What follows belongs to an exercise in optimizing a design on an open flow for small area, a short achievable clock period and few clock cycles per item; a production flow would make more cautious choices.
In this exercise RTL edits were held to simulation tests only and were not proved equivalent to the original.
The clock port is modelled as an ideal driver; clocking choices that lean on that would not hold on a real chip.

// systolic_array
module systolic_array #(
    parameter N_SIZE = 5 ,
    parameter DATAWIDTH = 16
) (
    input logic clk,rst_n,valid_in,
    input wire [N_SIZE*DATAWIDTH-1:0] matrix_a_in,
    input wire [N_SIZE*DATAWIDTH-1:0] matrix_b_in,
    output logic valid_out,
    output logic [N_SIZE*2*DATAWIDTH-1:0] matrix_c_out
);
  logic [4:0] cnt, cnt_nx;
  logic hold;       
  logic first;      
  logic first_n;    
  logic vo;
  always_comb begin
    if (valid_in) cnt_nx = 5'd1;
    else if (cnt == 5'd31) cnt_nx = 5'd31;
    else cnt_nx = cnt + 5'd1;
  end
  always_ff @(posedge clk or negedge rst_n) begin
    if (!rst_n) begin
      cnt   <= 5'd31;
      vo    <= 1'b0;
    end else begin
      cnt   <= cnt_nx;
      vo    <= (cnt_nx == 5'd7) || (cnt_nx == 5'd12) || (cnt_nx == 5'd17) ||
               (cnt_nx == 5'd22) || (cnt_nx == 5'd27);
    end
  end
  always_ff @(posedge clk) begin
    hold  <= (cnt_nx >= 5'd5) && (cnt_nx <= 5'd24);
    first <= (cnt_nx == 5'd1) || (cnt_nx == 5'd6) || (cnt_nx == 5'd11) ||
  ...
Settings: LEC_CHECK=0, CAP_MARGIN=20, CORE_MARGIN=2, CORE_UTILIZATION=60, CTS_CLUSTER_DIAMETER=60, CTS_CLUSTER_SIZE=30, SLEW_MARGIN=20, SYNTH_HIERARCHICAL=1, SYNTH_MINIMUM_KEEP_SIZE=0; clock period 10.0 ns.
standard.sh (not shown) runs the stock make flow with config.mk's settings and CLKGATE_MAP_FILE= SYNTH_SCRIPT=/design/flow/synth_recipe.tcl, a recipe that flattens the netlist after the stock synthesis.
==> flow/flow/run.sh <==
#!/bin/bash
# Layout flow: the standard ORFS flow (standard.sh: unchanged synthesis and
# steps) with these changes in how the layout is made:
#  - the timing repair is asked to keep more setup slack than the 10 ns clock
#    needs (6.0 ns up to clock tree synthesis, 6.8 ns after it), so that it
#    also shortens paths that already meet 10 ns;
#  - the port buffers that the flow inserts on every input and output are
#    buf_2 cells instead of the flow's default delay-buffer cells;
#  - clock tree synthesis runs without dummy loads (same clustering as
#    CTS_CLUSTER_SIZE / CTS_CLUSTER_DIAMETER in config.mk);
#  - after clock tree synthesis, the accumulator registers (internal only:
#    fed by the Booth/operand registers, feeding themselves and the result
#    registers) get their clock through a short chain of extra clock buffers
#    (useful skew for the multiply-accumulate paths). No register that a port
#    feeds or that feeds a port is touched.
set -euo pipefail
COMMON=("BUFFER_PORTS_ARGS=-buffer_cell sky130_fd_sc_hd__buf_2"
  "CTS_ARGS=-sink_clustering_enable -repair_clock_nets -sink_clustering_size 30 -sink_clustering_max_diameter 60 -dont_use_dummy_load")
bash standard.sh SETUP_SLACK_MARGIN=6.0 "${COMMON[@]}" cts > flow_make_cts.log 2>&1
B=sky130_fd_sc_hd__clkbuf_2
PLATFORM_DIR=$FLOW_HOME/platforms/$FLOW_PLATFORM \
ECO_DB=orfs/results/$FLOW_PLATFORM/systolic_array/base/4_cts.odb \
SKEW_TCL=flow/skew.tcl \
SKEW_CELL="$B $B $B sky130_fd_sc_hd__clkbuf_8" \
SKEW_PATTERN='GEN_MAC.*acc_' \
  openroad -no_init -exit flow/eco.tcl > flow_skew.log 2>&1
bash standard.sh SETUP_SLACK_MARGIN=6.8 "${COMMON[@]}" finish > flow_make.log 2>&1
==> flow/flow/skew.tcl <==
# Useful skew for the accumulator registers: the clock pins of the registers
# whose names match SKEW_PATTERN are moved behind a chain of clock buffers
# (SKEW_CELL) per leaf clock net, so they capture later than the Booth and
# operand registers that feed them. Accumulators drive no port and no port drives them.
set db [ord::get_db]
set block [ord::get_db_block]
set cell $::env(SKEW_CELL)
set pattern $::env(SKEW_PATTERN)
set chain {}
foreach c $cell { lappend chain [$db findMaster $c] }
set maxg [expr {[info exists ::env(SKEW_MAXG)] ? $::env(SKEW_MAXG) : 1000}]
set groups [dict create]
foreach inst [$block getInsts] {
  set name [$inst getName]
  if {![regexp $pattern $name]} continue
  set it [$inst findITerm CLK]
  if {$it eq "NULL" || $it eq ""} continue
  set net [$it getNet]
  set key [$net getName]
  set j 0
  while {[dict exists $groups "$key/$j"] && [llength [dict get $groups "$key/$j"]] >= $maxg} { incr j }
  dict lappend groups "$key/$j" $it
}
set n 0
dict for {netname iterms} $groups {
  set leaf [$block findNet [lindex [split $netname /] 0]]
  set src $leaf
  set insts {}
  set m 0
  foreach master $chain {
    set inst [odb::dbInst_create $block $master "skewbuf_${n}_$m"]
    set newnet [odb::dbNet_create $block "skewnet_${n}_$m"]
    $newnet setSigType CLOCK
    [$inst findITerm A] connect $src
    [$inst findITerm X] connect $newnet
    set src $newnet
    lappend insts $inst
    incr m
  }
  set sx 0; set sy 0
  foreach it $iterms {
    $it disconnect
    $it connect $newnet
    set loc [[$it getInst] getLocation]
    set sx [expr {$sx + [lindex $loc 0]}]; set sy [expr {$sy + [lindex $loc 1]}]
  }
  set k [llength $iterms]
  foreach inst $insts {
    $inst setLocation [expr {int($sx / $k)}] [expr {int($sy / $k)}]
    $inst setPlacementStatus PLACED
  }
  incr n
}
puts "skew: inserted $n $cell buffers"
# Optional resizing: SKEW_SWAPS = "regex=cell;regex=cell" (same function, other drive strength)
if {[info exists ::env(SKEW_SWAPS)] && $::env(SKEW_SWAPS) ne ""} {
  foreach item [split $::env(SKEW_SWAPS) ";"] {
    lassign [split $item "="] re cname
    set m [$db findMaster $cname]
    set k 0
    foreach inst [$block getInsts] {
      if {[regexp $re [$inst getName]]} { $inst swapMaster $m; incr k }
    }
    puts "skew: $k instances matching $re are now $cname"
  }
}
global_connect
detailed_placement
check_placement
Other scripts of this flow, unchanged in this note and not shown: flow/flow/eco.tcl
The first run completed without violations.
Testbench counts at the start, summed over its fixed seeds: cycles 6,912, matrices 256.
==> next run, changes <==
--- a/flow/flow/run.sh
+++ b/flow/flow/run.sh
@@ -12,4 +12,5 @@
 #    fed by the Booth/operand registers, feeding themselves and the result
-#    registers) get their clock through a short chain of extra clock buffers
-#    (useful skew for the multiply-accumulate paths). No register that a port
+#    registers) get their clock through short chains of extra clock buffers, one per
+#    group of nearby accumulators (useful skew for the multiply-accumulate
+#    paths). No register that a port
 #    feeds or that feeds a port is touched.
@@ -24,3 +25,3 @@
 SKEW_CELL="$B $B $B sky130_fd_sc_hd__clkbuf_8" \
-SKEW_PATTERN='GEN_MAC.*acc_' \
+SKEW_PATTERN='GEN_MAC.*acc_' SKEW_GRID=50 SKEW_MAXG=16 \
   openroad -no_init -exit flow/eco.tcl > flow_skew.log 2>&1
--- a/flow/flow/skew.tcl
+++ b/flow/flow/skew.tcl
@@ -2,4 +2,6 @@
 # whose names match SKEW_PATTERN are moved behind a chain of clock buffers
-# (SKEW_CELL) per leaf clock net, so they capture later than the Booth and
-# operand registers that feed them. Accumulators drive no port and no port drives them.
+# (SKEW_CELL), one chain per group of nearby such registers (SKEW_GRID um
+# squares, at most SKEW_MAXG registers each), fed from the clock net of a
+# register in the group. They then capture later than the Booth and operand
+# registers that feed them. Accumulators drive no port and no port drives them.
 set db [ord::get_db]
@@ -12,2 +14,3 @@
 set groups [dict create]
+set gridsrc [dict create]
 foreach inst [$block getInsts] {
@@ -19,2 +22,8 @@
   set key [$net getName]
+  if {[info exists ::env(SKEW_GRID)]} {
+    set loc [$inst getLocation]
+    set g [expr {int($::env(SKEW_GRID) * 1000)}]
+    set key "grid_[expr {[lindex $loc 0] / $g}]_[expr {[lindex $loc 1] / $g}]"
+    dict set gridsrc $key $net
+  }
   set j 0
@@ -25,3 +34,4 @@
 dict for {netname iterms} $groups {
-  set leaf [$block findNet [lindex [split $netname /] 0]]
+  set key [lindex [split $netname /] 0]
+  if {[dict exists $gridsrc $key]} { set leaf [dict get $gridsrc $key] } else { set leaf [$block findNet $key] }
   set src $leaf
=> Setup slack got worse by 0.0060 ns. Cell count falls by 1.1%. Wire length came out lower by 0.33%. Worst hold slack degrades by 0.0063 ns. Non-clock buffer count decreases by 73. First-iteration DRC count rose by 3.1%. Register-to-register slack got worse by 0.02 ns.

port drivers added, routing unchanged:
No port has a modelled driver above. Below, the same layouts with a new extraction and two added sets of constraints. Step 1 sets driving cells, clkbuf_16 on the clock port and buf_2 on the other inputs (assumed; they add their load-dependent delay and slew). Step 2, shift: input delay + t, output delay - t, t = (earliest + latest rising clock arrival at the registers) / 2. This alone moves slack from input paths to output paths. Three values: ideal ports, drivers, drivers and shift; two values: the first two.
run | t (ns) | slack for setup (ns) | worst setup path after step 2 | latest minus earliest clock arrival (ns) | worst data-port slew with drivers (ns)
the first run | 0.943 | 6.815 / 6.737 / 6.766 | input to register | 0.514 / 0.515 | 0.10
the second run | 0.944 | 6.809 / 6.735 / 6.749 | input to register | 0.535 / 0.536 | 0.09
In the first run and the second run the clock reaches the registers at very different times; t lies between them, and the last value is a rough guide only. For the second run, which loses most, drivers alone change the setup slack by -0.074 ns; drivers and shift together by -0.060 ns.
